This design comes from an exercise in tuning for small area on the open sky130 flow, not from production work.
Function was checked by simulation only, so behaviour that the tests miss may differ from the original.
Power is estimated from default activity; no workload was simulated.

==> flow/design.v <==
`timescale 1 ns / 1 ns
`default_nettype none
module SPI_cont(
    input  wire       CLK,
    input  wire       RST,
    input  wire       TICK,
    input  wire       W_STB,
    input  wire [7:0] W_DATA,
    output wire       W_READY,
    output reg        R_STB,
    output reg  [7:0] R_DATA,
    output reg        MOSI,
    input  wire       MISO,
    output wire       SCLK    
);
reg receiving;
reg sending;
reg [3:0] period;
reg [7:0] WR_DATA;
reg [7:0] RD_DATA;
reg INT_SCLK;
always @(posedge CLK or posedge RST) if (RST) INT_SCLK <= 0; else INT_SCLK <= (W_STB) ? 1 : INT_SCLK ^ TICK;
assign SCLK = INT_SCLK & receiving;
assign W_READY = !sending;
always@(posedge CLK or posedge RST)
if(RST) begin       
  MOSI <= 1;
  receiving <= 0;   
  sending <= 0;
  WR_DATA <= 0;
  RD_DATA <= 0;
  R_STB <= 0;   
  R_DATA <= 0;
  period <= 0;
end else begin  
  R_STB <= 0;   
  R_DATA <= 0;
  if (W_STB) begin
    WR_DATA <= W_DATA;
    sending <= 1;
    period <= (8-1);    
  end else if (sending && TICK && (INT_SCLK==1)) begin  
    WR_DATA <= WR_DATA << 1; 
    period <= period - 1;    
    if(period[3]) begin  
      receiving <= 0;
      sending <= 0;
      MOSI <= 1;
      R_DATA <= RD_DATA;
      R_STB  <= 1;
    end else begin      
      receiving <= 1;
      MOSI <= WR_DATA[7];                                           
    end
  end else if (receiving && TICK && (INT_SCLK==0)) begin  
    RD_DATA <= { RD_DATA, MISO};
  end       
end
endmodule 
`timescale 1 ns / 1 ns
`default_nettype none
module card_driver
#(
  parameter ADDR_WIDTH=32,
  parameter LEN_WIDTH=24
  )
(
    input wire CLK,
    input wire RST,
    input  wire        WR_STB,
    input  wire [ADDR_WIDTH-1:0] WR_ADDR,
    input  wire [LEN_WIDTH-1:0] WR_LENGTH,
    output reg         WR_ACK,
    input  wire        WD_STB,
    input  wire  [7:0] WD_DATA,
    output reg         WD_ACK,
    input  wire        RD_STB,
    input  wire [ADDR_WIDTH-1:0] RD_ADDR,
    input  wire [LEN_WIDTH-1:0] RD_LENGTH,
       output reg         RD_ACK,
    output reg       RES_STB,
	output reg       RES_DEBUG,
    output reg [7:0] RES_DATA,
    input  wire      RES_BUSY,       
    output wire MOSI,
    input  wire MISO,
    output wire SCLK,
    output reg  CS
);        
parameter START_DIVIDER = 255;
parameter TRANSMISSION_DIVIDER = 0;  
localparam DIVIDER_WIDTH = 9; 
reg [DIVIDER_WIDTH-1:0] tickcounter;
wire TICK = tickcounter[DIVIDER_WIDTH-1];
reg [DIVIDER_WIDTH-1:0] divider_m1;
always @(posedge CLK or posedge RST) 
    if (RST) tickcounter <= START_DIVIDER-1; else tickcounter <= (TICK) ? divider_m1 : tickcounter-1;
reg [7:0] state;
reg W_STB;
reg [7:0] W_DATA; 
wire W_READY;
wire R_STB;
wire [7:0] R_DATA;
reg RES_DATA_IS_00;
reg RES_DATA_IS_01;
reg RES_DATA_IS_AA;
reg RES_DATA_IS_FF;
localparam SC_SIZE = 11;
reg [SC_SIZE:0] statecnt;  
reg [SC_SIZE:0] statecnt_wr;
reg [SC_SIZE:0] statecnt_rd;
reg [ADDR_WIDTH-1:0] shreg;
reg [LEN_WIDTH-1:0] len_counter;
always@(posedge CLK or posedge RST)    
if (RST) begin
    state <= 0;
    CS <= 1;
    W_STB <= 0;
    W_DATA <= 0; 
    RES_STB <= 0;
	RES_DEBUG <= 1;	
    RES_DATA <= 0;
    statecnt <= 0;
    statecnt_wr <= 0;    
    statecnt_rd <= 0;
    shreg <= 0;
	WR_ACK <= 0; 
	WD_ACK <= 0; 
	RD_ACK <= 0; 
    len_counter <= 0;
    divider_m1 <= START_DIVIDER-1;
    RES_DATA_IS_00 <= 0;
    RES_DATA_IS_01 <= 0;
    RES_DATA_IS_AA <= 0;
    RES_DATA_IS_FF <= 0;	
end else begin  
	CS <= 0; 
    W_STB <= 0;
    W_DATA <= 0; 
    RES_STB <= 0;
    RES_DATA <= 0;
	WR_ACK <= 0; 
	WD_ACK <= 0; 
	RD_ACK <= 0; 
	W_DATA <= 8'b11111111;
	RES_DEBUG <= 1;
	RES_DATA <= R_DATA;
	if (R_STB) begin  
	RES_DATA_IS_00 <= R_DATA==8'h00;
    RES_DATA_IS_01 <= R_DATA==8'h01;
    RES_DATA_IS_AA <= R_DATA==8'hAA;
    RES_DATA_IS_FF <= R_DATA==8'hFF;
	end
case(state)
  0:  begin                                                                                 CS<=1;  if (RES_BUSY==0) state <= 1; end
  1:  begin                                statecnt <= 15;  RES_STB <= 1; RES_DATA <= "S";  CS<=1;                   state <= 2; end
  2:  begin                        W_STB <= W_READY && !R_STB;                                  CS<=1;   if (R_STB)   state <=  3; end
  3:  begin                        W_STB <= W_READY && !R_STB;                                  CS<=1;   if (R_STB)   state <=  4; end
  4:  begin                        W_STB <= W_READY && !R_STB;                                  CS<=1;   if (R_STB)   state <=  5; end
  5:  begin                        W_STB <= W_READY && !R_STB;                                  CS<=1;   if (R_STB)   state <=  6; end
  6:  begin                        W_STB <= W_READY && !R_STB;                                  CS<=1;   if (R_STB)   state <=  7; end
  7:  begin                        W_STB <= W_READY && !R_STB;                                  CS<=1;   if (R_STB)   state <=  8; end
  8:  begin                        W_STB <= W_READY && !R_STB;                                  CS<=1;   if (R_STB)   state <=  9; end
  9:  begin                        W_STB <= W_READY && !R_STB;                                  CS<=1;   if (R_STB)   state <=  10; end
  10: begin                        W_STB <= W_READY && !R_STB;                                  CS<=1;   if (R_STB)   state <=  11; end
  11: begin                        W_STB <= W_READY && !R_STB;                                  CS<=1;   if (R_STB)   state <=  12; end
  12: begin W_DATA <= 8'b01000000; W_STB <= W_READY && !R_STB;                                           if (R_STB)   state <= 13; end  
  13: begin W_DATA <= 8'b00000000; W_STB <= W_READY && !R_STB;                                           if (R_STB)   state <= 14; end
  14: begin W_DATA <= 8'b00000000; W_STB <= W_READY && !R_STB;                                           if (R_STB)   state <= 15; end
  15: begin W_DATA <= 8'b00000000; W_STB <= W_READY && !R_STB;                                           if (R_STB)   state <= 16; end
  16: begin W_DATA <= 8'b00000000; W_STB <= W_READY && !R_STB;                                           if (R_STB)   state <= 17; end
  17: begin W_DATA <= 8'b10010101; W_STB <= W_READY && !R_STB;                                           if (R_STB)   state <= 19; end  
  18: begin                        W_STB <= W_READY && !R_STB;  RES_STB <= R_STB;    RES_DATA <= R_DATA; if (R_STB)   state <= 19; end
  19: begin statecnt <= statecnt-1;                                              if (RES_DATA_IS_01) state <= 20; else if (statecnt[SC_SIZE]) state <= 0 ; else state <= 18; end
  20: begin                        W_STB <= W_READY && !R_STB;  RES_STB <= R_STB;    RES_DATA <= R_DATA; if (R_STB)   state <= 21; end
  21:  begin statecnt <= 15;                                        if (RES_BUSY==0) state <= 23; end
  23: begin W_DATA <= 8'b01001000; W_STB <= W_READY && !R_STB;                                           if (R_STB)   state <= 24; end  
  24: begin W_DATA <= 8'b00000000; W_STB <= W_READY && !R_STB;                                           if (R_STB)   state <= 25; end
  25: begin W_DATA <= 8'b00000000; W_STB <= W_READY && !R_STB;                                           if (R_STB)   state <= 26; end
  26: begin W_DATA <= 8'b00000001; W_STB <= W_READY && !R_STB;                                           if (R_STB)   state <= 27; end
  27: begin W_DATA <= 8'b10101010; W_STB <= W_READY && !R_STB;                                           if (R_STB)   state <= 28; end  
  28: begin W_DATA <= 8'b10000111; W_STB <= W_READY && !R_STB;                                           if (R_STB)   state <= 29; end  
  29: begin                        W_STB <= W_READY && !R_STB;  RES_STB <= R_STB;    RES_DATA <= R_DATA; if (R_STB)   state <= 30; end
  30: begin statecnt <= statecnt-1;                                                if (RES_DATA_IS_01) state <= 31; else if (statecnt[SC_SIZE]) state <= 21 ; else state <= 29; end 
  31: begin                        W_STB <= W_READY && !R_STB;  RES_STB <= R_STB;    RES_DATA <= R_DATA; if (R_STB)   state <= 32; end 
  32: begin statecnt <= statecnt-1;                                                if (RES_DATA_IS_00) state <= 33; else if (statecnt[SC_SIZE]) state <= 21 ; else state <= 31; end 
  33: begin                        W_STB <= W_READY && !R_STB;  RES_STB <= R_STB;    RES_DATA <= R_DATA; if (R_STB)   state <= 34; end  
  34: begin statecnt <= statecnt-1;                                                if (RES_DATA_IS_00) state <= 35; else if (statecnt[SC_SIZE]) state <= 21 ; else state <= 33; end 
  35: begin                        W_STB <= W_READY && !R_STB;  RES_STB <= R_STB;    RES_DATA <= R_DATA; if (R_STB)   state <= 36; end 
  36: begin statecnt <= statecnt-1;                                                if (RES_DATA_IS_01) state <= 37; else if (statecnt[SC_SIZE]) state <= 21 ; else state <= 35; end 
  37: begin                        W_STB <= W_READY && !R_STB;  RES_STB <= R_STB;    RES_DATA <= R_DATA; if (R_STB)   state <= 38; end
  38: begin statecnt <= statecnt-1;                                                if (RES_DATA_IS_AA) state <= 39; else if (statecnt[SC_SIZE]) state <= 21 ; else state <= 37; end 
  39: begin CS<=1;                 W_STB <= W_READY && !R_STB;  RES_STB <= R_STB;    RES_DATA <= R_DATA; CS<=1; if (R_STB)   state <= 40; end
  40: begin statecnt <= 5;                                     if (RES_BUSY==0) state <= 42; end
  42: begin W_DATA <= 8'b01110111; W_STB <= W_READY && !R_STB;                                           if (R_STB)   state <= 43; end  
  43: begin W_DATA <= 8'b00000000; W_STB <= W_READY && !R_STB;                                           if (R_STB)   state <= 44; end
  44: begin W_DATA <= 8'b00000000; W_STB <= W_READY && !R_STB;                                           if (R_STB)   state <= 45; end
  45: begin W_DATA <= 8'b00000000; W_STB <= W_READY && !R_STB;                                           if (R_STB)   state <= 46; end
  46: begin W_DATA <= 8'b00000000; W_STB <= W_READY && !R_STB;                                           if (R_STB)   state <= 47; end
  47: begin                        W_STB <= W_READY && !R_STB;                                           if (R_STB)   state <= 48; end  
  48: begin                        W_STB <= W_READY && !R_STB;  RES_STB <= R_STB;    RES_DATA <= R_DATA; if (R_STB)   state <= 50; end
  50: begin statecnt <= statecnt-1;                                               if (RES_DATA_IS_01) state <= 51; else if (statecnt[SC_SIZE]) state <= 40 ; else if (RES_BUSY==0) state <= 48; end
  51: begin                        W_STB <= W_READY && !R_STB;  RES_STB <= R_STB;    RES_DATA <= R_DATA; if (R_STB)   state <= 52; end
  52: begin W_DATA <= 8'b01101001; W_STB <= W_READY && !R_STB;                                           if (R_STB)   state <= 53; end  
  53: begin W_DATA <= 8'b01000000; W_STB <= W_READY && !R_STB;                                           if (R_STB)   state <= 54; end
  54: begin W_DATA <= 8'b00000000; W_STB <= W_READY && !R_STB;                                           if (R_STB)   state <= 55; end
  55: begin W_DATA <= 8'b00000000; W_STB <= W_READY && !R_STB;                                           if (R_STB)   state <= 56; end
  56: begin W_DATA <= 8'b00000000; W_STB <= W_READY && !R_STB;                                           if (R_STB)   state <= 57; end
  57: begin                        W_STB <= W_READY && !R_STB;                                           if (R_STB)   state <= 58; end
  58: begin                        W_STB <= W_READY && !R_STB;  RES_STB <= R_STB;    RES_DATA <= R_DATA; if (R_STB)   state <= 59; end  
  59: begin statecnt <= statecnt-1 ;                                               if (RES_DATA_IS_00) state <= 60; else if (statecnt[SC_SIZE]) state <= 40; else if (RES_BUSY==0) state <= 58; end
  60: begin                        W_STB <= W_READY && !R_STB;  RES_STB <= R_STB;    RES_DATA <= R_DATA; CS<=1; if (R_STB)   state <= 61; end
  61: begin statecnt <= 5;                                                            if (RES_BUSY==0) state <= 62; end
  62: begin W_DATA <= 8'b01111011;         W_STB <= W_READY && !R_STB;                                           if (R_STB)   state <= 63; end   
  63: begin W_DATA <= 8'b00000000;         W_STB <= W_READY && !R_STB;                                           if (R_STB)   begin state <= 64; shreg <= shreg<<8;end end
  64: begin W_DATA <= 8'b00000000;         W_STB <= W_READY && !R_STB;                                           if (R_STB)   begin state <= 65; shreg <= shreg<<8;end end
  65: begin W_DATA <= 8'b00000000;         W_STB <= W_READY && !R_STB;                                           if (R_STB)   begin state <= 66; shreg <= shreg<<8;end end
  66: begin W_DATA <= 8'b00000000;         W_STB <= W_READY && !R_STB;                                           if (R_STB)   state <= 67; end
  67: begin W_DATA <= 8'b00000000;         W_STB <= W_READY && !R_STB;                                           if (R_STB)   state <= 68; end
  68: begin                                W_STB <= W_READY && !R_STB;  RES_STB <= R_STB;    RES_DATA <= R_DATA; if (R_STB)   state <= 69; end
  69: begin statecnt <= statecnt-1;                                                if (RES_DATA_IS_00) state <= 70; else if (statecnt[SC_SIZE]) state <= 61 ; else state <= 68; end
  70: begin                                W_STB <= W_READY && !R_STB;  RES_STB <= R_STB;    RES_DATA <= R_DATA; if (R_STB)   state <= 71; end
  71: begin CS<=1; divider_m1 <= TRANSMISSION_DIVIDER-1;       if (TICK) state <= 72; end
  72: begin CS<=1; if (WR_STB) state <= 80; else if (RD_STB) state <= 158; end
  80: begin                                                      RES_STB <= 1;        RES_DATA <= "z";     state <= 81; end   
  81: begin statecnt <= 15;  len_counter <= WR_LENGTH;                                                    if (RES_BUSY==0) state <= 82;  end
  82: begin                                W_STB <= W_READY && !R_STB;                       RES_DATA <= R_DATA; if (R_STB)   state <= 83; end
  83: begin                                                                              if (RES_DATA_IS_FF) state <= 110; else state <= 82; end
  110: begin statecnt <= 15; if (RES_BUSY==0) state <= 111; end
  111: begin W_DATA <= 8'b01011001;  W_STB <= W_READY && !R_STB;                                           if (R_STB)   state <= 112;  shreg <= WR_ADDR;  end  
  112: begin W_DATA <= shreg[31:24]; W_STB <= W_READY && !R_STB;                                           if (R_STB)   begin state <= 113; shreg <= shreg<<8;end end
  113: begin W_DATA <= shreg[31:24]; W_STB <= W_READY && !R_STB;                                           if (R_STB)   begin state <= 114; shreg <= shreg<<8;end end
  114: begin W_DATA <= shreg[31:24]; W_STB <= W_READY && !R_STB;                                           if (R_STB)   begin state <= 115; shreg <= shreg<<8;end end
  115: begin W_DATA <= shreg[31:24]; W_STB <= W_READY && !R_STB;                                           if (R_STB)   state <= 116; end
  116: begin                         W_STB <= W_READY && !R_STB;                                           if (R_STB)   begin state <= 117; len_counter <= len_counter-1; end; end
  117: begin                         W_STB <= W_READY && !R_STB;  RES_STB <= R_STB;    RES_DATA <= R_DATA; if (R_STB)   state <= 118; end
  118: begin statecnt <= statecnt-1;                                               if (RES_DATA_IS_00) state <= 119; else if (statecnt[SC_SIZE]) state <= 81 ; else state <= 117; end
  119: begin                         W_STB <= W_READY && !R_STB;  RES_STB <= R_STB;    RES_DATA <= R_DATA; if (R_STB)   state <= 124; end
  124:  begin                        W_STB <= W_READY && !R_STB;  RES_STB <= R_STB;    RES_DATA <= R_DATA; if (R_STB)   state <= 125; end
  125:  begin statecnt_wr <= 510;    W_STB <= W_READY && !R_STB;  RES_STB <= R_STB;    RES_DATA <= R_DATA; if (R_STB)   state <= 126; end       
  126:  begin                                                                      if (RES_DATA_IS_FF) state <= 131; else state <= 125; end  
  131: begin   W_DATA <= 8'b11111100; W_STB <= W_READY && !R_STB;  RES_STB <= R_STB;    RES_DATA <= R_DATA; if (R_STB)   state <= 132; end     
  132: begin shreg[31:24] <= WD_DATA;                             WD_ACK <= WD_STB;                      if (WD_STB)  state <= 133; end
  133: begin W_DATA <= shreg[31:24];  W_STB <= W_READY && !R_STB;                                        if (R_STB)   state <= 134; end
  134: begin statecnt_wr <=statecnt_wr-1;                      if (statecnt_wr[SC_SIZE]) state <= 135; else state <= 132; end 
  135: begin                         W_STB <= W_READY && !R_STB;  RES_STB <= R_STB;    RES_DATA <= R_DATA; if (R_STB)   state <= 136; end      
  136: begin                         W_STB <= W_READY && !R_STB;  RES_STB <= R_STB;    RES_DATA <= R_DATA; if (R_STB)   state <= 137; end          
  137: begin                         W_STB <= W_READY && !R_STB;  RES_STB <= R_STB;    RES_DATA <= R_DATA; if (R_STB)   state <= 138; end
  138: begin                         W_STB <= W_READY && !R_STB;  RES_STB <= R_STB;    RES_DATA <= R_DATA; if (R_STB)   begin state <= 139; len_counter <= len_counter -1; end; end    
  139: begin if (len_counter[LEN_WIDTH-1]) state <= 140; else state <= 125; end       
  140: begin                         W_STB <= W_READY && !R_STB;                       RES_DATA <= R_DATA; if (R_STB)   state <= 141; end
  141: begin                                                                       if (RES_DATA_IS_FF) state <= 145; else state <= 140; end
  145: begin W_DATA <= 8'b11111101; W_STB <= W_READY && !R_STB;  RES_STB <= R_STB;    RES_DATA <= R_DATA; if (R_STB)   state <= 146; end  
  146: begin statecnt <= 15;        W_STB <= W_READY && !R_STB;  RES_STB <= R_STB;    RES_DATA <= R_DATA; if (R_STB) state <= 147; end    
  147: begin                        W_STB <= W_READY && !R_STB;  RES_STB <= R_STB;    RES_DATA <= R_DATA; if (R_STB)   state <= 148; end
  148: begin statecnt <= statecnt-1;                                              if (RES_DATA_IS_00) state <= 149; else if (statecnt[SC_SIZE]) state <= 146 ; else state <= 147; end
  149: begin                        W_STB <= W_READY && !R_STB;  RES_STB <= R_STB;    RES_DATA <= R_DATA; if (R_STB)   state <= 150; end
  150: begin CS<=1;                                                                                               state <= 151; end 
  151: begin CS<=1;                         WR_ACK <= 1;                         RES_STB <= 1;        RES_DATA <= "Z";         state <= 152; end  
  152: begin CS<=1;                                                                                   state <= 72;  end
  158: begin                                                              RES_STB <= 1;        RES_DATA <= "o";        state <= 159;   end   
  159: begin len_counter <= RD_LENGTH;      statecnt <= 15; if (RES_BUSY==0) state <= 160; end
  160: begin                                W_STB <= W_READY && !R_STB;                       RES_DATA <= R_DATA; if (R_STB)   state <= 161; end
  161: begin                                                                              if (RES_DATA_IS_FF) state <= 162; else state <= 160; end
  162: begin W_DATA <= 8'b01010010;         W_STB <= W_READY && !R_STB;      shreg <= RD_ADDR;                    if (R_STB)   begin state <= 163; len_counter <= len_counter-1; end   end    
  163: begin W_DATA <= shreg[31:24];        W_STB <= W_READY && !R_STB;                                           if (R_STB)   begin state <= 164; shreg <= shreg<<8;end end
  164: begin W_DATA <= shreg[31:24];        W_STB <= W_READY && !R_STB;                                           if (R_STB)   begin state <= 165; shreg <= shreg<<8;end end
  165: begin W_DATA <= shreg[31:24];        W_STB <= W_READY && !R_STB;                                           if (R_STB)   begin state <= 166; shreg <= shreg<<8;end end
  166: begin W_DATA <= shreg[31:24];        W_STB <= W_READY && !R_STB;                                           if (R_STB)   state <= 167; end
  167: begin                                W_STB <= W_READY && !R_STB;                                           if (R_STB)   state <= 168; end
  168: begin                                W_STB <= W_READY && !R_STB;  RES_STB <= R_STB;    RES_DATA <= R_DATA; if (R_STB)   state <= 169; end   
  169: begin statecnt <= statecnt-1;                                               if (RES_DATA[7]==0) state <= 171; else if (statecnt[SC_SIZE]) state <= 159; else state <= 168; end
  171: begin statecnt <= 345;  statecnt_rd <= 510;                       RES_STB <= 1;        RES_DATA <= "#";  state <= 172;         end
  172: begin                                W_STB <= W_READY && !R_STB;                       RES_DATA <= R_DATA; if (R_STB)   state <= 173; end  
  173: begin                                                                              if (!RES_DATA_IS_FF) state <= 183; else state <= 172; end
  183: begin                                W_STB <= W_READY && !R_STB;  RES_STB <= R_STB;    RES_DATA <= R_DATA;  RES_DEBUG <= 0; if (R_STB)   state <= 184; end 
  184: begin statecnt_rd <=statecnt_rd-1;  RES_DEBUG <= 0; if (statecnt_rd[SC_SIZE]) state <= 185 ; else state <= 183; end
  185: begin                                W_STB <= W_READY && !R_STB;  RES_STB <= R_STB;          RES_DATA <= R_DATA; if (R_STB)   begin state <= 186; len_counter <= len_counter-1;end; end  
  186: begin                                W_STB <= W_READY && !R_STB;  RES_STB <= R_STB;          RES_DATA <= R_DATA; if (R_STB)   state <= 188; end  
  188: begin if (len_counter[LEN_WIDTH-1]) state <= 193; else state <= 171; end
  193: begin statecnt <= 15; if (RES_BUSY==0) state <= 194; end
  194: begin W_DATA <= 8'b01001100; W_STB <= W_READY && !R_STB;                                           if (R_STB)   state <= 195; end  
  195: begin W_DATA <= 8'b00000000; W_STB <= W_READY && !R_STB;                                           if (R_STB)   begin state <= 196; shreg <= shreg<<8;end end
  196: begin W_DATA <= 8'b00000000; W_STB <= W_READY && !R_STB;                                           if (R_STB)   begin state <= 197; shreg <= shreg<<8;end end
  197: begin W_DATA <= 8'b00000000; W_STB <= W_READY && !R_STB;                                           if (R_STB)   begin state <= 198; shreg <= shreg<<8;end end
  198: begin W_DATA <= 8'b00000000; W_STB <= W_READY && !R_STB;                                           if (R_STB)   state <= 199; end
  199: begin                        W_STB <= W_READY && !R_STB;                                           if (R_STB)   state <= 200; end
  200: begin                        W_STB <= W_READY && !R_STB;  RES_STB <= R_STB; RES_DATA <= R_DATA; if (R_STB)   state <= 201; end   
  201: begin statecnt <= statecnt-1;                                           if (RES_DATA[7]==0) state <= 202; else if (statecnt[SC_SIZE]) state <= 193; else state <= 200; end
  202: begin                        W_STB <= W_READY && !R_STB;                    RES_DATA <= R_DATA; if (R_STB)   state <= 203; end   
  203: begin CS<=1;                                                                                                state <= 204; end 
  204: begin CS<=1;                               RD_ACK <= 1;                 RES_STB <= 1;      RES_DATA <= "O";             state <= 205; end  
  205: begin CS<=1;                                                                                                state <= 72; end 
endcase
end
SPI_cont SPI(
.CLK(CLK), 
.RST(RST),
.TICK(TICK),
.W_STB(W_STB),
.W_DATA(W_DATA),
.W_READY(W_READY),
.R_STB(R_STB),
.R_DATA(R_DATA),
.MOSI(MOSI),
.MISO(MISO),
.SCLK(SCLK) 
);      
endmodule
==> flow/run.sh <==
#!/bin/bash
# synth_recipe.tcl (not shown) runs the flow's synth.tcl, then flattens the netlist and writes it again
# the make line also repeats each setting of config.mk as NAME=value (left out here)
make -C /OpenROAD-flow-scripts/flow DESIGN_CONFIG=/design/flow/config.mk WORK_HOME=/design/flow/orfs CLKGATE_MAP_FILE= SYNTH_SCRIPT=/design/flow/synth_recipe.tcl finish
==> flow/config.mk <==
export PLATFORM = sky130hd
export DESIGN_NAME = card_driver
export DESIGN_NICKNAME = card_driver
export VERILOG_FILES = /design/flow/design.v
export SDC_FILE = /design/flow/constraint.sdc
export NUM_CORES = 4
export LEC_CHECK = 0
export ABC_AREA = 1
export CAP_MARGIN = 20
export CORE_MARGIN = 2
export CORE_UTILIZATION = 40
export SLEW_MARGIN = 20
==> flow/constraint.sdc <==
create_clock -name core_clock -period 6.0 [get_ports {CLK}]
set_input_delay 1.2000 -clock core_clock [delete_from_list [all_inputs] [get_ports {CLK}]]
set_output_delay 1.2000 -clock core_clock [all_outputs]
set_load 0.01 [all_outputs]
==> results_dict.tcl <==
set metrics [dict create \
    status "finished clean" \
    maxSlewHeadroom 0.290 \
    ff_latch_area_mm2 0.00427 \
    peakVddDrop_v 0.000209 \
    ys.warnings.count 2 \
    fillers 3001 \
    powerDensity_mw_per_mm2 263 \
    route.detailed.drc 0 \
    clk_latency_ns 0.46 \
    hold_violations 0 \
    final_nets 2119 \
    antenna_found_initial 1 \
    critical_path_class "reg2reg" \
    cp.arrival_ns 3.98 \
    routed_wl_um 53700 \
    period_minus_slack_ns 3.60 \
    ys_seq_area_frac 0.358 \
    grt_pass1_vias 13300 \
    grt_use_total 0.348 \
    synth_area_leaders "dfrtp_1 (34%), nand2_1 (19%), nor2_1 (9.7%)" \
    avgSynthCellArea_um2 6.45 \
    rsz0062_at_grt "no" \
    hold_class "reg2reg" \
    drtIter0Drc 1154 \
    reg2reg_setup_slack_ns 2.40 \
    netlist.area_leader.share 0.336 \
    core.rowCount 63 \
    clock_skew_ns 0.00961 \
    max_freq_mhz 277 \
    wl_per_cell_um 22.5 \
    hold_buffers 0 \
    grt_overflow 0 \
    setup_viol 0 \
    synth_most_common_cell "nand2_1" \
    clock_path_buffers 2 \
    async_flop_share 1.00 \
    vias 13600 \
    cp_max_fo 27 \
    endpoint_kind "register" \
    critical_path.startpoint_type "register" \
    r2r_end "len_counter[4]" \
    core_mm2 0.0295 \
    drtAntennaViolNets 0 \
    yosysTopAreaCell "dfrtp_1" \
    die_area_mm2 0.0312 \
    synth_nets 1982 \
    drt-pass1-iter-count 7 \
    r2r_cells 12 \
    ys_top_cells_by_count "nand2_1 (596), nor2_1 (309), inv_1 (161)" \
    ys_types 56 \
    cts-buffers-inserted 17 \
    grt_pass1_wl_um 80000 \
    root_buffer "clkbuf_16" \
    multi_input_area_mm2 0.00681 \
    hpwl_um 42200 \
    slew_viol_final 0 \
    io_pins 143 \
    hold_path_depth 1 \
    grt_max_degree 104 \
    viasPerCell 5.70 \
    htreeDepth 4 \
    cts_tree "done" \
    hold_end "tickcounter[0]" \
    power_mw 3.77 \
    synthesis.area_mm2 0.0119 \
    cts.sinks 170 \
    cts_resized 0 \
    syn_inst 1849 \
    drive_gt1_frac 0.0645 \
    gp_congestion 1.11 \
    worst_pin_slew_ns 1.06 \
    leakage_nw 7.56 \
    critPathRequiredTime_ns 6.38 \
    fp.dieH_um 177 \
    n_antenna_cell 0 \
    worstHoldStart "tickcounter[0]" \
    synth-edff-count 0 \
    start_util 0.405 \
    fin_setup_tns_ns 0 \
    ys.flop_type "dfrtp_1" \
    period_share 0.601 \
    postCtsSetupBuffers 0 \
    fp.dieW_um 177 \
    maxCapViolCount 0 \
    port_buffers 142 \
    areaGrowthSynthToFinish_pct 20.5 \
    r2r-start "state[6]" \
    cts.clk_slew.worst_paths_ns 0.08 \
    yosys_register_bits 170 \
]
-- critical path: stages, from the launching register on --
cell and delay (ns):
dfrtp_1 0.44, inv_1 0.14, nand2_2 0.10, nor2_2 0.61, buf_4 0.28, nand2_2 0.13
nand2_1 0.14, nor2_4 0.09, o22ai_2 0.76, inv_2 0.43, nand3_1 0.18, a21oi_1 0.06
a21oi_1 0.14
-- through the flow --
step            util  worst slack, ns  hold slack, ns  instances  area [µm²]
2_1_floorplan      -            0.213           0.424       1849       11900
3_3_place_gp   0.468             2.61           0.441       2357       13800
3_5_place_dp   0.468             2.53           0.448       2357       13800
4_1_cts        0.488             2.50           0.459       2389       14400
5_1_grt        0.488             2.21           0.482       2389       14400
6_report       0.488             2.40           0.457       2389       14400
-- flip-flops by register name, summed over array words and instances, names as in the netlist, 8 cells and up --
register and flops:
RES_DATA 8, SPI.RD_DATA 8, SPI.R_DATA 8, SPI.WR_DATA 8, W_DATA 8, len_counter 24
shreg 32, state 8, statecnt 12, statecnt_rd 12, statecnt_wr 12, tickcounter 9
-- cells in the final DEF, fill, tap and decap left out, drive strengths merged, types with 7 or more instances in the layout --
master         synthesis  final
clkdlybuf4s50          0    142
nand2                609    609
a21oi                 67     67
o211ai                 7      7
buf                   29     16
nand3                 95     95
nor2                 330    330
inv                  174    184
o21ai                 99     99
nand4                 58     58
nor3                  45     45
xor2                   8      8
clkbuf                11     17
nor4                  21     21
dfstp                 10     10
a31oi                 14     14
dfrtp                160    160
o22ai                 10     10
or2                   11     11
a21o                  11     11
a22o                  14     14
a22oi                 21     21
-- worst max-delay path by stage --
| stage | to | cells after the start | from |
|---|---|---|---|
| floorplan | RD_ACK | 1 | RST |
| global placement | len_counter[4] | 12 | state[6] |
| detailed placement | len_counter[4] | 12 | state[6] |
| CTS | len_counter[4] | 12 | state[6] |
| global route | len_counter[4] | 12 | state[6] |
| finish | len_counter[4] | 12 | state[6] |
-- metal layers --
| metal | GRT usage | vias to the layer above | part of all wire |
|---|---|---|---|
| li1 | - | 6364 | - |
| met1 | 0.441 | 6395 | 0.41 |
| met2 | 0.557 | 701 | 0.45 |
| met3 | 0.0685 | 153 | 0.081 |
| met4 | 0.189 | 2 | 0.056 |
| met5 | 0 | - | 0.00024 |
-- cell families after synthesis --
| kind of cell | after synthesis | synth area share |
|---|---|---|
| XOR/XNOR | 10 | 0.00734 |
| AND/OR/NAND/NOR | 1178 | 0.419 |
| AO/OA/AOI/OAI | 268 | 0.136 |
| adder cells (fa/ha/maj) | 6 | 0.00629 |
| buffers and inverters | 216 | 0.0722 |
| multiplexers | 1 | 0.000944 |
| flip-flops | 170 | 0.358 |
-- where the power goes --
group | switching, mW | total [mW] | leakage, nW | internal [mW]
Sequential | 0.0616 | 1.31 | 2.02 | 1.25
Combinational | 0.947 | 1.34 | 5.25 | 0.396
Clock | 0.559 | 1.12 | 0.289 | 0.562
-- final cells by class --
class / instances / area share
multi-input combinational: 1463 / 0.474
sequential: 170 / 0.297
timing repair buffer: 158 / 0.108
inverter: 176 / 0.0465
tap: 390 / 0.0339
clock buffer: 17 / 0.0296
clock inverter: 15 / 0.0115

[separate check: timing with driven ports]
Ports are ideal in the flow. The routed layout listed here was re-timed in OpenROAD.
Step 1: set_driving_cell puts a clkbuf_16 on CLK and a buf_2 on each other input, an assumption about the parent block.
Step 2 adds t to the input delays and takes it off the output delays; t is the mean of the earliest and latest rising clock arrival at the registers after step 1. Input paths then give back, and output paths get back, about the clock's delay inside the block.
Slacks: ideal ports / drivers / drivers and shift; pairs: ideal ports / drivers.
t (ns): 0.509
setup WS [ns]: 2.396 / 2.396 / 2.396
worst register clock-pin slew, ns: 0.08 / 0.08
worst data-port slew with drivers (ns): 0.05
cell pins on the clock port's net: 1
After both steps this run still meets setup and hold. For this run, drivers alone change the setup slack by 0.000 ns; drivers and shift together by 0.000 ns.
